What follows belongs to an exercise in optimizing a design on an open flow for small area, a short achievable clock period and few clock cycles; a production flow would make more cautious choices.
RTL that was checked went through simulation tests only; none was proved equivalent to the original.
For runs 2 and 3, only the layout was checked, not whether the RTL still works.
Power is estimated from default activity; no workload was simulated.

==> flow/design.v <==
`timescale 1ns/1ns
module RegReadAndOr(regs, sel, val);
    input [32*31-1:0] regs;    
    input [31:1] sel;
    output reg [31:0] val;
    integer i;
    always @(*) begin
        val = 32'd0;
        for (i = 1; i < 32; i = i + 1)
            val = val | (regs[32*(i-1) +: 32] & {32{sel[i]}});
    end
endmodule
module PrefixAdder(x, y, cin, s, cout);
    parameter N = 32;
    input [N-1:0] x, y;
    input cin;
    output reg [N-1:0] s;
    output reg cout;
    reg [N-1:0] g, p, gn, pn;
    integer k, j;
    always @(*) begin
        g = x & y;
        p = x ^ y;
        g[0] = g[0] | (p[0] & cin);
        for (k = 1; k < N; k = k * 2) begin
            gn = g;
            pn = p;
            for (j = 0; j < N; j = j + 1) begin
                if ((j / k) % 2 == 1) begin
                    gn[j] = g[j] | (p[j] & g[(j / k) * k - 1]);
                    pn[j] = p[j] & p[(j / k) * k - 1];
                end
            end
            g = gn;
            p = pn;
        end
        s = (x ^ y) ^ {g[N-2:0], cin};
        cout = g[N-1];
    end
endmodule
module IncDec(x, inc, dec);
    parameter N = 11;
    input [N-1:0] x;
    output [N-1:0] inc, dec;
    assign inc = x + 1'b1;
    assign dec = x - 1'b1;
endmodule
`timescale 1ns/1ns
module RISC_V_Pipeline(clk, rst, imem_addr, imem_rdata, dmem_addr, dmem_wdata, dmem_we, dmem_rdata);
    input clk, rst;
    output [31:0] imem_addr, dmem_addr, dmem_wdata;
    output dmem_we;
    input [31:0] imem_rdata, dmem_rdata;
    localparam OP_R    = 7'b0110011, OP_I    = 7'b0010011, OP_LOAD = 7'b0000011,
               OP_S    = 7'b0100011, OP_B    = 7'b1100011, OP_JALR = 7'b1100111,
               OP_JAL  = 7'b1101111, OP_LUI  = 7'b0110111;
    reg [31:0] pcF;
    reg        rdr;           
    reg [31:0] rdrT;
    reg [31:0] irX;
    reg        vX;
    reg [31:0] altX;          
    reg [31:1] selA, selB;    
    reg        fwdA, fwdB;    
    reg        fwdLA, fwdLB;  
    reg xLoad, xStore, xJalr, xImm, xWr;
    reg xAddB, xAddNB;        
    reg xEq, xNe, xLt, xGe;   
    reg rSum, rSlt, rSltu, rXor, rOr, rAnd, rLui, rLink;
    reg [31:0] mRes, mWdata;
    reg        mWe, mRegW, mLoad;
    reg [4:0]  mRd;
    reg [31:0] rf [1:31];
    wire [31:0] fa = rdr ? rdrT : pcF;
    assign imem_addr  = fa;
    assign dmem_addr  = mRes;
    assign dmem_wdata = mWdata;
    assign dmem_we    = mWe;
    wire [31:0] wbData = mLoad ? dmem_rdata : mRes;
    always @(posedge clk) begin
        if (mRegW)
            rf[mRd] <= wbData;
    end
    wire [4:0] rd = irX[11:7];
    wire [31:0] immI = {{20{irX[31]}}, irX[31:20]};
    wire [31:0] immS = {{20{irX[31]}}, irX[31:25], irX[11:7]};
    wire [31:0] immU = {irX[31:12], 12'b0};
    wire [31:0] imm = xStore ? immS : immI;
    wire [32*31-1:0] rfBits;
    genvar gi;
    generate
        for (gi = 1; gi < 32; gi = gi + 1) begin : rfb
            assign rfBits[32*(gi-1) +: 32] = rf[gi];
        end
    endgenerate
    wire [31:0] rdA, rdB;
    RegReadAndOr readA(.regs(rfBits), .sel(selA), .val(rdA));
    RegReadAndOr readB(.regs(rfBits), .sel(selB), .val(rdB));
    wire [31:0] aAdd = rdA | ({32{fwdA}} & mRes);
    wire [31:0] bAdd = rdB | ({32{fwdB}} & mRes);
    wire [31:0] a = aAdd | ({32{fwdLA}} & dmem_rdata);
    wire [31:0] b = bAdd | ({32{fwdLB}} & dmem_rdata);
    wire [31:0] opAdd = ({32{xImm}} & imm) | ({32{xAddB}} & bAdd) | ({32{xAddNB}} & ~bAdd);
    wire [31:0] sum;
    wire sumC;
    PrefixAdder #(32) adder(.x(aAdd), .y(opAdd), .cin(xAddNB), .s(sum), .cout(sumC));
    wire [31:0] opB = xImm ? imm : b;
    wire ltu = a < opB;
    wire lts = (a[31] ^ opB[31]) ? a[31] : ltu;
    wire [31:0] result = ({32{rSum}} & sum) |
                         ({32{rSlt}} & {31'd0, lts}) |
                         ({32{rSltu}} & {31'd0, ltu}) |
                         ({32{rXor}} & (a ^ opB)) |
                         ({32{rOr}} & (a | opB)) |
                         ({32{rAnd}} & (a & opB)) |
                         ({32{rLui}} & immU) |
                         ({32{rLink}} & altX);
    wire eqB = (a == b);
    wire ltB = (a[31] ^ b[31]) ? a[31] : (a < b);
    wire redirect = vX & (xJalr | (xEq & eqB) | (xNe & ~eqB) | (xLt & ltB) | (xGe & ~ltB));
    wire [31:0] target = xJalr ? sum : altX;
    wire [6:0] opcF = imem_rdata[6:0];
    wire [2:0] f3F  = imem_rdata[14:12];
    wire [4:0] rdF  = imem_rdata[11:7];
    wire [4:0] rs1F = imem_rdata[19:15];
    wire [4:0] rs2F = imem_rdata[24:20];
    wire fR = opcF == OP_R, fI = opcF == OP_I, fLoad = opcF == OP_LOAD, fS = opcF == OP_S,
         fB = opcF == OP_B, fJalr = opcF == OP_JALR, fJal = opcF == OP_JAL, fLui = opcF == OP_LUI;
    wire fAlu = fR | fI;
    wire fAdd = fAlu & (f3F == 3'd0);
    wire pJal = opcF[3];
    wire pB = opcF[6] & ~opcF[2];
    wire bwd = imem_rdata[31];
    wire predF = pJal | (pB & bwd);
    wire [20:0] offF = pJal ? {imem_rdata[31], imem_rdata[19:12], imem_rdata[20], imem_rdata[30:21], 1'b0}
                            : {{9{imem_rdata[31]}}, imem_rdata[7], imem_rdata[30:25], imem_rdata[11:8], 1'b0};
    wire [20:0] lowF;
    wire lowC;
    PrefixAdder #(21) tadder(.x(fa[20:0]), .y(offF), .cin(1'b0), .s(lowF), .cout(lowC));
    wire [10:0] hiInc, hiDec;
    IncDec #(11) hiIncDec(.x(fa[31:21]), .inc(hiInc), .dec(hiDec));
    wire [10:0] hiF = (lowC & ~bwd) ? hiInc :
                      (~lowC & bwd) ? hiDec : fa[31:21];
    wire [31:0] predTarget = {hiF, lowF};
    wire [31:0] fa4 = fa + 32'd4;
    wire xWrites = vX & xWr;
    wire matchA = xWrites & (rd == rs1F);
    wire matchB = xWrites & (rd == rs2F);
    wire hold = xLoad & ((matchA & (fAdd | fLoad | fS | fJalr)) | (matchB & fR & (f3F == 3'd0)));
    reg [31:1] selAF, selBF;
    integer k;
    always @(*) begin
        for (k = 1; k < 32; k = k + 1) begin
            selAF[k] = (rs1F == k) & ~matchA;
            selBF[k] = (rs2F == k) & ~matchB;
        end
    end
    always @(posedge clk or posedge rst) begin
        if (rst) begin
            pcF <= 32'd0;
            rdr <= 1'b0;
            vX <= 1'b0;
            mWe <= 1'b0;
            mRegW <= 1'b0;
            mLoad <= 1'b0;
        end else begin
            rdr <= redirect;
            vX <= ~redirect & ~hold;
            pcF <= hold ? fa : predF ? predTarget : fa4;
            mWe <= vX & xStore;
            mRegW <= xWrites;
            mLoad <= xWrites & xLoad;
        end
    end
    always @(posedge clk) begin
        irX <= imem_rdata;
        altX <= (pB & ~bwd) ? predTarget : fa4;
        selA <= selAF;
        selB <= selBF;
        fwdA <= matchA & ~xLoad;
        fwdB <= matchB & ~xLoad;
        fwdLA <= matchA & xLoad;
        fwdLB <= matchB & xLoad;
        xLoad <= fLoad;
        xStore <= fS;
        xJalr <= fJalr;
        xImm <= fI | fLoad | fS | fJalr;
        xAddB <= fR & ~imem_rdata[30];
        xAddNB <= fR & imem_rdata[30];
        xWr <= (fAlu | fLoad | fJalr | fJal | fLui) & (rdF != 5'd0);
        xEq <= fB & ((f3F == 3'd0) & ~bwd | (f3F == 3'd1) & bwd);
        xNe <= fB & ((f3F == 3'd1) & ~bwd | (f3F == 3'd0) & bwd);
        xLt <= fB & ((f3F == 3'd4) & ~bwd | (f3F == 3'd5) & bwd);
        xGe <= fB & ((f3F == 3'd5) & ~bwd | (f3F == 3'd4) & bwd);
        rSum <= fAdd | fLoad | fS;
        rSlt <= fAlu & (f3F == 3'd2);
        rSltu <= fAlu & (f3F == 3'd3);
        rXor <= fAlu & (f3F == 3'd4);
        rOr <= fAlu & (f3F == 3'd6);
        rAnd <= fAlu & (f3F == 3'd7);
        rLui <= fLui;
        rLink <= fJal | fJalr;
        rdrT <= target;
        mRes <= result;
        mWdata <= b;
        mRd <= rd;
    end
endmodule
==> flow/flow/run.sh <==
#!/bin/bash
set -euo pipefail
bash standard.sh SETUP_SLACK_MARGIN=7 'BUFFER_PORTS_ARGS=-buffer_cell sky130_fd_sc_hd__buf_2' finish > standard.log 2>&1
==> flow/standard.sh <==
#!/bin/bash
# synth_recipe.tcl (not shown) runs the flow's synth.tcl, then flattens the netlist and writes it again
# the make line also repeats each setting of config.mk as NAME=value (left out here)
make -C /OpenROAD-flow-scripts/flow DESIGN_CONFIG=/design/flow/config.mk WORK_HOME=/design/flow/orfs CLKGATE_MAP_FILE= SYNTH_SCRIPT=/design/flow/synth_recipe.tcl "${@:-finish}"
==> flow/config.mk <==
export PLATFORM = sky130hd
export DESIGN_NAME = RISC_V_Pipeline
export DESIGN_NICKNAME = RISC_V_Pipeline
export VERILOG_FILES = /design/flow/design.v
export SDC_FILE = /design/flow/constraint.sdc
export NUM_CORES = 4
export LEC_CHECK = 0
export CAP_MARGIN = 20
export CORE_MARGIN = 2
export CORE_UTILIZATION = 40
export PLACE_DENSITY = 0.5
export SETUP_SLACK_MARGIN = 5
export SLEW_MARGIN = 20
export SYNTH_HIERARCHICAL = 1
==> flow/constraint.sdc <==
create_clock -name core_clock -period 11.0 [get_ports {clk}]
set_input_delay 2.2000 -clock core_clock [delete_from_list [all_inputs] [get_ports {clk}]]
set_output_delay 2.2000 -clock core_clock [all_outputs]
set_load 0.01 [all_outputs]
==> results of run 1 <==
## critical path: cells and delay by family (launching register included)
kind	cells	cell delay [ps]
buffers and inverters	1	260
AOI/OAI and AO/OA	6	1800
adders and majority gates	1	360
muxes	2	490
and+or+nand+nor	5	1190
DFF	1	320
xor gates and xnor gates	1	180
## power by group through the flow
stage	clock network (mW)	registers [mW]	logic [mW]
2_1_floorplan	0	5.54	1.37
3_3_place_gp	0	5.61	2.06
3_5_place_dp	0	5.61	2.07
4_1_cts	4.73	5.54	2.65
5_1_grt	4.93	5.56	3.12
6_report	4.68	5.55	2.93
## repair_timing
| item | 4_1_cts | 5_1_grt |
|---|---|---|
| gates cloned | 11 | 1 |
| gates resized for setup | 549 | 110 |
| setup endpoints to repair | 133 | 126 |
| buffers inserted | 129 | 60 |
| pin swaps | 114 | 57 |
## worst paths after layout
path	from	endpoint	slack, ps	cells after the start
min	irX[7]	mRd[0]	440	0
min reg2reg	irX[7]	mRd[0]	440	0
min in group asynchronous	rst	pcF[25]	1570	3
max	selB[20]	rdrT[31]	6200	16
max reg2reg	selB[20]	rdrT[31]	6200	16
max in group asynchronous	rst	rdr	8890	3
## metal layers
metal | part of all wire [%] | track usage, % | vias up
li1 | - | - | 19100
met5 | 0.032 | 0 | -
met4 | 5.9 | 16.6 | 10
met2 | 44 | 49.6 | 2788
met3 | 9.8 | 6.94 | 596
met1 | 40 | 43.4 | 23300
## registers in the layout, indices dropped and copies added (netlist names), 5 cells and up
name	flops
selB	31
mWdata	32
irX	25
altX	32
mRd	5
selA	31
pcF	32
rf	992
rdrT	32
mRes	32
## layout by cell type, fill, tap and decap left out, drive strengths merged, types with 55 or more instances in the layout
master	count
edfxtp	992
a22oi	798
buf	478
nand2	243
dfxtp	243
nor2	210
clkbuf	190
inv	185
ha	180
nand3	165
a21oi	147
nand4	146
o21ai	84
a21o	81
a221oi	80
mux2	78
a222oi	76
or4	67
mux2i	65
a22o	64
xnor2	60
clkinv	55
## per-stage QoR
stage | hold WS (ps) | cells | worst slack (ps)
2_1_floorplan | 385 | 4590 | 6180
3_3_place_gp | 425 | 6495 | 5260
3_5_place_dp | 421 | 6495 | 5310
4_1_cts | 430 | 6898 | 6340
5_1_grt | 452 | 6963 | 6050
6_report | 436 | 6964 | 6200
## cell type report
| cell class | instances | area, sq um |
|---|---|---|
| fillers | 12800 | 74400 |
| flip-flops and latches | 1272 | 35700 |
| multi-input cells | 2847 | 23500 |
| repair buffers | 481 | 4280 |
| clock buffers | 188 | 3880 |
| well taps | 1917 | 2400 |
| inverters | 180 | 723 |
| clock inverters | 75 | 629 |
| diodes | 4 | 10.0 |
==> impl_metrics.csv, run 1 <==
group,metric,value,unit
outcome,outcome,"finished clean",
power,power_per_cell_area,185,nW/um^2
setup_path,worstPathArrival,5470,ps
timing,max_freq,208,MHz
power,p_leak,25.8,nW
power,p_sw,3.86,mW
layout,final_util,48.9,%
die,die_height,387,um
grt,grt_usage,32.4,%
drt,viasPerCell,6.58,
setup_path,critPathSlowestCell,"or4_4",
setup_path,required,11660,ps
timing,slew_viol_final,0,
drt,drc,0,
layout,syn_to_final_growth,21.4,%
timing,hold_viol,0,
power,ir_drop,0.120,mV
setup_path,worstPathMaxFanout,32,
setup_path,critPathKind,"reg -> reg",
grt,grt-ovfl-total,0,
synth,yosys_warnings,10,
layout,drive_above_1_share,25.7,%
worst_hold_path,hold_class,"reg -> reg",
power,total_power,13.2,mW
placed_design,port_buffers,162,
power,comb_power_share,22.3,%
power,p_clk_share,35.5,%
run,drv_cap,0,
die,ios,163,
drt,wl_per_cell,35.8,um
timing,skew,28.6,ps
power,p_int,9.29,mW
cts,cts_hold_repair.buffers,0,
cts,numClockSinks,1272,
timing,setup_viol,0,
cts,cts_buffer_depth,3,
setup_path,critical_path.endpoint_type,"register",
grt,grt_max_degree,44,
power,sw_frac_of_total,29.4,%
cts,clk_latency,800,ps
placed_design,gp_congestion,0.897,
timing,rsz0062_at_grt,"yes",
die,rows,140,
setup_path,cpPeakStageDelay,670,ps
grt,antenna_found_initial,20,
synth,netlist_area,58600,sq um
die,start_util,40.3,%
cts,clk_pin_slew_worst_paths,60,ps
timing,tns,0,ps
setup_path,start_kind,"register",
drt,drt_iter0_markers,6710,
cts,htree_num_levels,4,
cts,cts_buffers,144,
timing,min_period,4800,ps
timing,worstMarginPinSlew,1090,ps
layout,fin_nets,5184,
cts,cts-root-buf,"clkbuf_16",
die,die_x,387,um
drt,vias,45800,
drt,drt_pass1_iterations,10,
placed_design,dp_hpwl,156,mm
synth,syn_inst,4589,
grt,grt_pass1_wl,344,mm
setup_path,worstPathCellList,"buf_6 -> a221oi_2 -> nand3_1 -> or4_4 -> a21oi_1 -> mux2i_1 -> nand2_1 -> ha_1 -> nand2_1 -> nor2_4 -> a2111oi_4 -> a21oi_4 -> a41o_1 -> a41o_1 -> xor2_2 -> mux2_2",
timing,max-slew-margin-rel,27.3,%
timing,period_share,43.7,%
power,seqPwrFrac,42.2,%
synth,syn_avg_cell_area,12.8,sq um
cts,cts_tree,"done",
grt,grt_pass1_vias,44000,
layout,fin_area,71200,sq um
placed_design,postPlaceCellArea,61800,sq um
drt,ant_nets,0,
die,core-area,146000,sq um
drt,wirelength,249,mm
die,die-area,150000,sq um
Testbench counts, summed over its fixed seeds: cycles 18,798.
==> run 2, diff against run 1 <==
--- a/flow/design.v
+++ b/flow/design.v
@@ -116,7 +116,7 @@
                          ({32{rLui}} & immU) |
                          ({32{rLink}} & altX);
     wire eqB = (a == b);
-    wire ltB = (a[31] ^ b[31]) ? a[31] : (a < b);
+    wire ltB = $signed(a) < $signed(b);
     wire redirect = vX & (xJalr | (xEq & eqB) | (xNe & ~eqB) | (xLt & ltB) | (xGe & ~ltB));
     wire [31:0] target = xJalr ? sum : altX;
     wire [6:0] opcF = imem_rdata[6:0];
==> run 2 against run 1 <==
Still clean; clock power rose by 3%; fmax fell by 1.3%; area after synthesis decreased by 0.11%; global-route usage decreased by 1.8 points; highest routed layer is now met4.
==> impl_metrics.csv, run 2 <==
group,metric,value,unit
timing,worstMarginPinSlew,1320,ps
setup_path,cp_num_buf_inv,2,
cts,cts_tree,"done",
layout,regMostFlops,"rf",
setup_path,start_kind,"register",
drt,drt_iter0_markers,6068,
die,start_util,40.2,%
drt,ant_nets,0,
drt,drt_pass1_iterations,8,
cts,cts-root-buf,"clkbuf_16",
synth,yosys_warnings,10,
power,p_int,9.44,mW
power,power_per_cell_area,187,nW/um^2
grt,grt_pass1_vias,42800,
power,seqPwrFrac,42.0,%
setup_path,worstPathArrival,5500,ps
placed_design,dp_hpwl,153,mm
drt,wirelength,238,mm
layout,syn_to_final_growth,20.4,%
grt,grt_usage,30.7,%
die,core-area,146000,sq um
setup_path,critical_path.endpoint_type,"register",
timing,period_share,44.2,%
die,die_x,387,um
timing,max_freq,205,MHz
drt,wl_per_cell,34.3,um
setup_path,worstPathMaxFanout,8,
placed_design,dp.cells,6489,
power,p_sw,3.77,mW
layout,final_common_cell,"edfxtp_1",
grt,grt_max_degree,40,
die,rows,140,
placed_design,gp_congestion,0.887,
outcome,outcome,"finished clean",
timing,min_period,4870,ps
cts,clk_latency,770,ps
timing,skew,26.2,ps
cts,numClockSinks,1272,
layout,final_cell_mix,"edfxtp_1, a22oi_1, nand2_1, dfxtp_1, buf_4",
power,p_leak,25.6,nW
setup_path,worstPathCellList,"buf_12 -> buf_6 -> a222oi_1 -> nand3_1 -> or4_4 -> a21oi_2 -> mux2i_1 -> nand2_1 -> ha_1 -> a21oi_1 -> o21ai_2 -> a2111oi_4 -> a21oi_4 -> a41o_1 -> a41o_1 -> xor2_1 -> a221oi_2 -> nand2_1",
cts,cts_buffers,145,
power,sw_frac_of_total,28.5,%
placed_design,pre_cts_ws,5170,ps
layout,largest_reg_flops,992,
power,ir_drop,0.121,mV
grt,grt_pass1_wl,327,mm
synth,syn_inst,4580,
timing,setup_viol,0,
timing,rsz0062_at_grt,"yes",
power,comb_power_share,21.4,%
timing,tns,0,ps
layout,final_util,48.4,%
power,p_clk_share,36.6,%
layout,instances_no_fill,6920,
die,ios,163,
cts,cts_hold_repair.buffers,0,
layout,fin_nets,5145,
drt,drc,0,
synth,syn_avg_cell_area,12.8,sq um
layout,drive_above_1_share,24.3,%
run,drv_cap,0,
setup_path,path_delay_family,"compound AO/OA/AOI/OAI gates",
layout,nFillCells,12800,
timing,slew_viol_final,0,
synth,netlist_area,58600,sq um
timing,setup_ws,6130,ps
setup_path,critPathKind,"reg -> reg",
placed_design,port_buffers,162,
grt,grt-ovfl-total,0,
timing,hold_viol,0,
cts,htree_num_levels,4,
drt,viasPerCell,6.49,
setup_path,cpPeakStageDelay,620,ps
setup_path,required,11640,ps
die,die-area,149000,sq um
setup_path,critPathSlowestCell,"or4_4",
cts,cts_buffer_depth,3,
drt,vias,44900,
grt,antenna_found_initial,11,
die,die_height,387,um
worst_hold_path,hold_class,"reg -> reg",
timing,max-slew-margin-rel,12.0,%
cts,clk_pin_slew_worst_paths,60,ps
-- run 2: per-stage QoR --
step	total power [mW]	hold slack (ps)	instance area, sq um
global placement	7.66	438	61800
floorplan	6.90	385	58700
global route	13.6	457	70500
finish	13.2	456	70500
detailed placement	7.66	440	61800
CTS	13.0	454	69000
-- run 2: layer usage --
layer  vias to the layer above  share of wire (%)  GRT usage, %
li1                      19000                  -             -
met1                     22900                 41          42.5
met2                      2573                 44          46.8
met3                       509                9.5          5.66
met4                         0                5.0          13.8
met5                         -                  0             0
-- run 2: power groups by stage --
stage / Clock, mW / Sequential, mW / Combinational, mW
after global routing: 5.09 / 5.56 / 3.00
after floorplan: 0 / 5.53 / 1.37
after global placement: 0 / 5.61 / 2.05
after CTS: 4.89 / 5.55 / 2.54
final: 4.84 / 5.55 / 2.82
after detailed placement: 0 / 5.61 / 2.05
-- run 2: worst paths after layout --
kind,end,slack (ps),from,depth (start not counted)
max in group asynchronous,rdr,8900,rst,3
worst max-delay path,mRes[31],6130,selB[18],18
min in group asynchronous,pcF[24],1590,rst,3
worst max register to register,mRes[31],6130,selB[18],18
worst min-delay path,mRd[0],460,irX[7],0
worst min register to register,mRd[0],460,irX[7],0
-- run 2: repair_timing --
| item | CTS | global route |
|---|---|---|
| setup endpoints to repair | 145 | 138 |
| pin swaps | 73 | 109 |
| gates resized for setup | 368 | 202 |
| setup buffers | 96 | 63 |
| gates cloned | 5 | 4 |
-- run 2: area by class of cell --
| class | instances | area, sq um | area share [%] |
|---|---|---|---|
| inverters | 174 | 684 | 0.971 |
| diodes | 2 | 5.00 | 0.00710 |
| repair buffers | 447 | 3950 | 5.59 |
| flip-flops and latches | 1272 | 35700 | 50.6 |
| clock buffers | 194 | 4030 | 5.71 |
| multi-input cells | 2847 | 23100 | 32.8 |
| clock inverters | 67 | 679 | 0.964 |
| well taps | 1917 | 2400 | 3.40 |
==> run 3, diff against run 2 <==
==> flow/design.v (replaced) <==
`timescale 1ns/1ns
module RISC_V_Pipeline(clk, rst, imem_addr, imem_rdata, dmem_addr, dmem_wdata, dmem_we, dmem_rdata);
    input clk, rst;
    output [31:0] imem_addr, dmem_addr, dmem_wdata;
    output dmem_we;
    input [31:0] imem_rdata, dmem_rdata;
    reg [31:0] pcF;
    reg [31:0] irX;
    reg        vX;
    reg [31:0] mRes, mWdata;
    reg        mWe, mRegW, mLoad;
    reg [4:0]  mRd;
    reg [31:0] rf [1:31];
    assign imem_addr  = pcF;
    assign dmem_addr  = mRes;
    assign dmem_wdata = mWdata;
    assign dmem_we    = mWe;
    wire [31:0] wbData = mLoad ? dmem_rdata : mRes;
    always @(posedge clk) begin
        if (mRegW)
            rf[mRd] <= wbData;
    end
    wire [6:0] opc = irX[6:0];
    wire [2:0] f3  = irX[14:12];
    wire [4:0] rs1 = irX[19:15];
    wire [4:0] rs2 = irX[24:20];
    wire [4:0] rd  = irX[11:7];
    wire isR    = (opc == 7'b0110011);
    wire isI    = (opc == 7'b0010011);
    wire isLoad = (opc == 7'b0000011);
    wire isStore= (opc == 7'b0100011);
    wire isBr   = (opc == 7'b1100011);
    wire isJalr = (opc == 7'b1100111);
    wire isJal  = (opc == 7'b1101111);
    wire isLui  = (opc == 7'b0110111);
    wire useRs1 = ~(isLui | isJal);
    wire useRs2 = isR | isStore | isBr;
    wire writesRd = isR | isI | isLoad | isJalr | isJal | isLui;
    wire [31:0] immI = {{20{irX[31]}}, irX[31:20]};
    wire [31:0] immS = {{20{irX[31]}}, irX[31:25], irX[11:7]};
    wire [31:0] immB = {{20{irX[31]}}, irX[7], irX[30:25], irX[11:8], 1'b0};
    wire [31:0] immJ = {{12{irX[31]}}, irX[19:12], irX[20], irX[30:21], 1'b0};
    wire [31:0] immU = {irX[31:12], 12'b0};
    wire fwdA = mRegW & (mRd == rs1);
    wire fwdB = mRegW & (mRd == rs2);
    wire [31:0] rfA = (rs1 == 5'd0) ? 32'd0 : rf[rs1];
    wire [31:0] rfB = (rs2 == 5'd0) ? 32'd0 : rf[rs2];
    wire [31:0] a = fwdA ? mRes : rfA;
    wire [31:0] b = fwdB ? mRes : rfB;
    wire stall = vX & mLoad & ((useRs1 & (mRd == rs1)) | (useRs2 & (mRd == rs2)));
    wire go = vX & ~stall;
    wire immOp = isI | isLoad | isStore | isJalr;
    wire [31:0] opB = isStore ? immS : (immOp ? immI : b);
    wire isSub = isR & irX[30];
    wire [31:0] sum = isSub ? (a - opB) : (a + opB);
    wire ltu = a < opB;
    wire lts = (a[31] ^ opB[31]) ? a[31] : ltu;
    wire eq  = (a == opB);
    reg [31:0] aluRes;
    always @(*) begin
        case (f3)
            3'd2: aluRes = {31'd0, lts};
            3'd3: aluRes = {31'd0, ltu};
            3'd4: aluRes = a ^ opB;
            3'd6: aluRes = a | opB;
            3'd7: aluRes = a & opB;
            default: aluRes = sum;
        endcase
    end
    wire [31:0] result = isLui ? immU :
                         (isJal | isJalr) ? pcF :
                         (isR | isI) ? aluRes : sum;
    reg cond;
    always @(*) begin
        case (f3)
            3'd0: cond = eq;
            3'd1: cond = ~eq;
            3'd4: cond = lts;
            3'd5: cond = ~lts;
            default: cond = 1'b0;
        endcase
    end
    wire taken = go & ((isBr & cond) | isJal | isJalr);
    wire [31:0] pcX = pcF - 32'd4;
    wire [31:0] brTarget = pcX + (isJal ? immJ : immB);
    wire [31:0] target = isJalr ? sum : brTarget;
    always @(posedge clk or posedge rst) begin
        if (rst) begin
            pcF <= 32'd0;
            vX <= 1'b0;
            mWe <= 1'b0;
            mRegW <= 1'b0;
            mLoad <= 1'b0;
        end else begin
            if (taken) begin
                pcF <= target;
                vX <= 1'b0;
            end else if (!stall) begin
                pcF <= pcF + 32'd4;
                vX <= 1'b1;
            end
            mWe <= go & isStore;
            mRegW <= go & writesRd & (rd != 5'd0);
            mLoad <= go & isLoad & (rd != 5'd0);
        end
    end
    always @(posedge clk) begin
        if (!stall)
            irX <= imem_rdata;
        mRes <= result;
        mWdata <= b;
        mRd <= rd;
    end
endmodule
==> flow/run.sh (new file) <==
#!/bin/bash
# synth_recipe.tcl (not shown) runs the flow's synth.tcl, then flattens the netlist and writes it again
# the make line also repeats each setting of config.mk as NAME=value (left out here)
make -C /OpenROAD-flow-scripts/flow DESIGN_CONFIG=/design/flow/config.mk WORK_HOME=/design/flow/orfs CLKGATE_MAP_FILE= SYNTH_SCRIPT=/design/flow/synth_recipe.tcl finish
--- a/flow/config.mk
+++ b/flow/config.mk
@@ -8,7 +8,4 @@
 export CAP_MARGIN = 20
 export CORE_MARGIN = 2
 export CORE_UTILIZATION = 40
-export PLACE_DENSITY = 0.5
-export SETUP_SLACK_MARGIN = 5
 export SLEW_MARGIN = 20
-export SYNTH_HIERARCHICAL = 1
removed: flow/flow/run.sh
removed: flow/standard.sh
==> run 3 against run 2 <==
First-iteration DRC count shrank 28%; critical path depth rose by 4; die area increased by 2.4%; non-clock buffer count shrank 204; worst setup slack got worse by 2800 ps; flip-flop and latch count fell by 133; synthesized cell count decreased by 14%; register-to-register slack worse by 2800 ps; clock power fell by 17%; final cell count shrank 11%; sequential share of layout area is 1.5 points lower; critical path type unchanged; critical endpoint is now pcF[8].
==> impl_metrics.csv, run 3 <==
group,metric,value,unit
drt,drt_pass1_iterations,5,
grt,antenna_found_initial,5,
power,power_per_cell_area,191,nW/um^2
timing,hold_viol,0,
cts,cts_resized,0,
grt,grt-ovfl-total,0,
worst_hold_path,hold_class,"reg -> reg",
drt,viasPerCell,6.30,
layout,final_cell_mix,"edfxtp_1, mux4_2, nor2_1, inv_1, a21oi_1",
timing,skew,35.2,ps
cts,htree_num_levels,3,
setup_path,critPathKind,"reg -> reg",
cts,numClockSinks,1139,
layout,instances_no_fill,6155,
die,ios,163,
drt,wirelength,202,mm
die,start_util,40.1,%
die,die_height,391,um
synth,synth.area.top_cells,"edfxtp_1, mux4_2, ha_1",
placed_design,port_buffers,162,
layout,fin_nets,4267,
timing,worstMarginPinSlew,1080,ps
cts,cts_hold_repair.buffers,0,
grt,grt_usage,26.2,%
power,comb_power_share,24.3,%
timing,setup_viol,0,
worst_hold_path,min_to,"mRd[2]",
synth,synth_common_cells,"edfxtp_1, mux4_2, nor2_1",
layout,syn_to_final_growth,13.1,%
cts,cts_buffer_depth,3,
placed_design,gp_congestion,1.00,
layout,final_common_cell,"edfxtp_1",
power,p_sw,4.13,mW
synth,yosysMostFrequentCell,"edfxtp_1",
timing,slew_viol_final,0,
drt,drt_iter0_markers,4349,
setup_path,crit_start,"irX[5]",
grt,grt_pass1_vias,37900,
setup_path,r2r-end,"pcF[8]",
cts,clk_latency,760,ps
cts,cts_buffers,116,
cts,cts_tree,"done",
synth,yosysUniqueCellTypes,93,
layout,nFillCells,12900,
timing,holdWs,486,ps
drt,vias,38800,
synth,ys_seq_elements,1139,
timing,rsz0062_at_grt,"no",
setup_path,start_kind,"register",
power,sw_frac_of_total,31.9,%
synth,ys_seq_area_share,55.4,%
power,seqPwrFrac,44.6,%
grt,grt_max_degree,101,
drt,drc,0,
synth,netlist.area_leader.share,51.3,%
synth,yosysTopAreaCell,"edfxtp_1",
drt,wl_per_cell,32.8,um
setup_path,required,11640,ps
synth,syn_avg_cell_area,15.2,sq um
synth,syn_inst,3958,
die,rows,142,
layout,largest_reg_flops,992,
placed_design,dp.cells,5940,
synth,netlist_area,60000,sq um
setup_path,worstPathMaxFanout,45,
grt,grt_pass1_wl,284,mm
cts,cts-root-buf,"clkbuf_16",
power,p_leak,22.9,nW
timing,tns,0,ps
drt,ant_nets,0,
setup_path,r2r_start,"irX[5]",
worst_hold_path,min-delay-start,"irX[9]",
timing,period_share,69.3,%
placed_design,dp_hpwl,124,mm
setup_path,reg2regPathDepth,22,
timing,max-slew-margin-rel,27.3,%
die,die_x,391,um
synth,yosys_warnings,1,
die,core-area,149000,sq um
synth,synthArstFlopShare,3.16,%
cts,post-cts-setup-buffers,0,
power,ir_drop,0.128,mV
power,p_int,8.80,mW
timing,max_freq,131,MHz
layout,regMostFlops,"rf",
setup_path,worstPathArrival,8260,ps
setup_path,critical_path.endpoint_type,"register",
synth,ys.flop_type,"edfxtp_1",
worst_hold_path,holdPathStages,0,
power,p_clk_share,31.1,%
die,die-area,153000,sq um
layout,drive_above_1_share,22.6,%
timing,min_period,7620,ps
cts,clk_pin_slew_worst_paths,70,ps
synth,synth_edf_count,1024,
outcome,outcome,"finished clean",
run,drv_cap,0,
setup_path,r2r_slack,3380,ps
## run 3: cell types whose count changed in the layout (fill, tap and decap cells not counted), sizes merged, moves of 82 or more
cell           before  now
a22oi             799   46
mux4                0  549
buf               441   81
dfxtp             243   79
clkdlybuf4s50       0  162
nand3             167   29
nand4             142   15
o21ai              80  178
a211oi             11  103
mux2i              63  145
## run 3: cell families (layout without fill, tap and decap cells)
group	after synthesis	after routing	share of synthesized area (%)
AND/OR/NAND/NOR	598	598	4.59
adder cells (fa/ha/maj)	159	159	3.35
other	0	1	0
multiplexers	739	739	23.9
buffers and inverters	484	664	3.26
AO/OA/AOI/OAI	760	760	8.34
flip-flops	1139	1139	55.4
XOR/XNOR	79	79	1.15
## run 3: worst max-delay path, stage by stage, from the launching register on
cell and delay, ps:
edfxtp_1 520, nor2b_1 210, nand3_1 90, buf_4 420
nor2_2 40, buf_4 300, nor2_1 730, o21ai_2 100
buf_4 280, nand2_1 420, o21ai_0 280, ha_1 660
nor4_1 160, and4_1 270, and3_1 210, a211oi_1 620
a21boi_1 230, a2bb2oi_2 230, mux2_4 370, nor2_8 410
inv_2 390, a31o_1 320, a22o_1 170
## run 3: worst max-delay path by stage
| stage | end | cells after the start |
|---|---|---|
| after floorplan | pcF[9] | 21 |
| after global placement | pcF[8] | 22 |
| after detailed placement | pcF[8] | 21 |
| after CTS | pcF[8] | 22 |
| after global routing | pcF[8] | 18 |
| final | pcF[8] | 22 |
## run 3: power groups by stage
| stage | logic, mW | registers [mW] | clock network [mW] |
|---|---|---|---|
| final | 3.14 | 5.76 | 4.02 |
| after global routing | 3.38 | 5.76 | 4.24 |
| after CTS | 3.10 | 5.75 | 4.07 |
| after detailed placement | 3.09 | 5.84 | 0 |
| after global placement | 3.07 | 5.84 | 0 |
| after floorplan | 1.91 | 5.64 | 0 |
## run 3: layer usage
layer | global-route usage (%) | part of all wire [%] | vias to the layer above
met4 | 11.8 | 4.8 | 0
met3 | 3.83 | 8.2 | 424
met1 | 34.9 | 39 | 20200
li1 | - | - | 16100
met5 | 0 | 0 | -
met2 | 42.5 | 48 | 2036
## run 3: cell type report
cell class | instances | area [sq um] | area share [%]
inverter | 207 | 777 | 1.15
tap | 2016 | 2520 | 3.72
sequential | 1139 | 33300 | 49.1
antenna | 1 | 2.50 | 0.00369
clock buffer | 135 | 3000 | 4.42
timing repair buffer | 243 | 2370 | 3.49
clock inverter | 79 | 822 | 1.21
multi-input combinational | 2335 | 25100 | 36.9
## run 3: metrics by stage
| stage | setup slack, ps | util [%] | power (mW) | instance area [sq um] |
|---|---|---|---|---|
| floorplan | 5270 | - | 7.55 | 60000 |
| global placement | 3650 | 42.8 | 8.92 | 64000 |
| detailed placement | 3540 | 42.8 | 8.93 | 64000 |
| CTS | 3520 | 45.4 | 12.9 | 67800 |
| global route | 3030 | 45.4 | 13.4 | 67800 |
| finish | 3380 | 45.4 | 12.9 | 67800 |

==> static timing again, ports no longer ideal <==
In the flow no input, the clock included, has a driving cell. The finished layouts below were timed again as built, in two steps.
Step 1: set_driving_cell puts a clkbuf_16 on clk and a buf_2 on each other input, an assumption about the parent block.
Step 2 times the ports against the registers' clock, not the clock port: input delays grow and output delays shrink by t, the midpoint of the rising clock arrivals with the driver on.
Three values: ideal, step 1, step 2; two values: the first two.
| run | shift t [ns] | setup slack, ns | worst data-port slew with drivers (ns) |
|---|---|---|---|
| run 1 | 0.859 | 6.195 / 6.195 / 5.752 | 0.17 |
| run 2 | 0.839 | 6.133 / 6.133 / 5.843 | 0.10 |
| run 3 | 0.827 | 3.382 / 3.382 / 3.382 | 0.08 |
After both steps setup and hold are still met in every run listed. The setup slack of run 1, which loses most, moves by 0.000 ns with the drivers and by -0.443 ns with both steps.
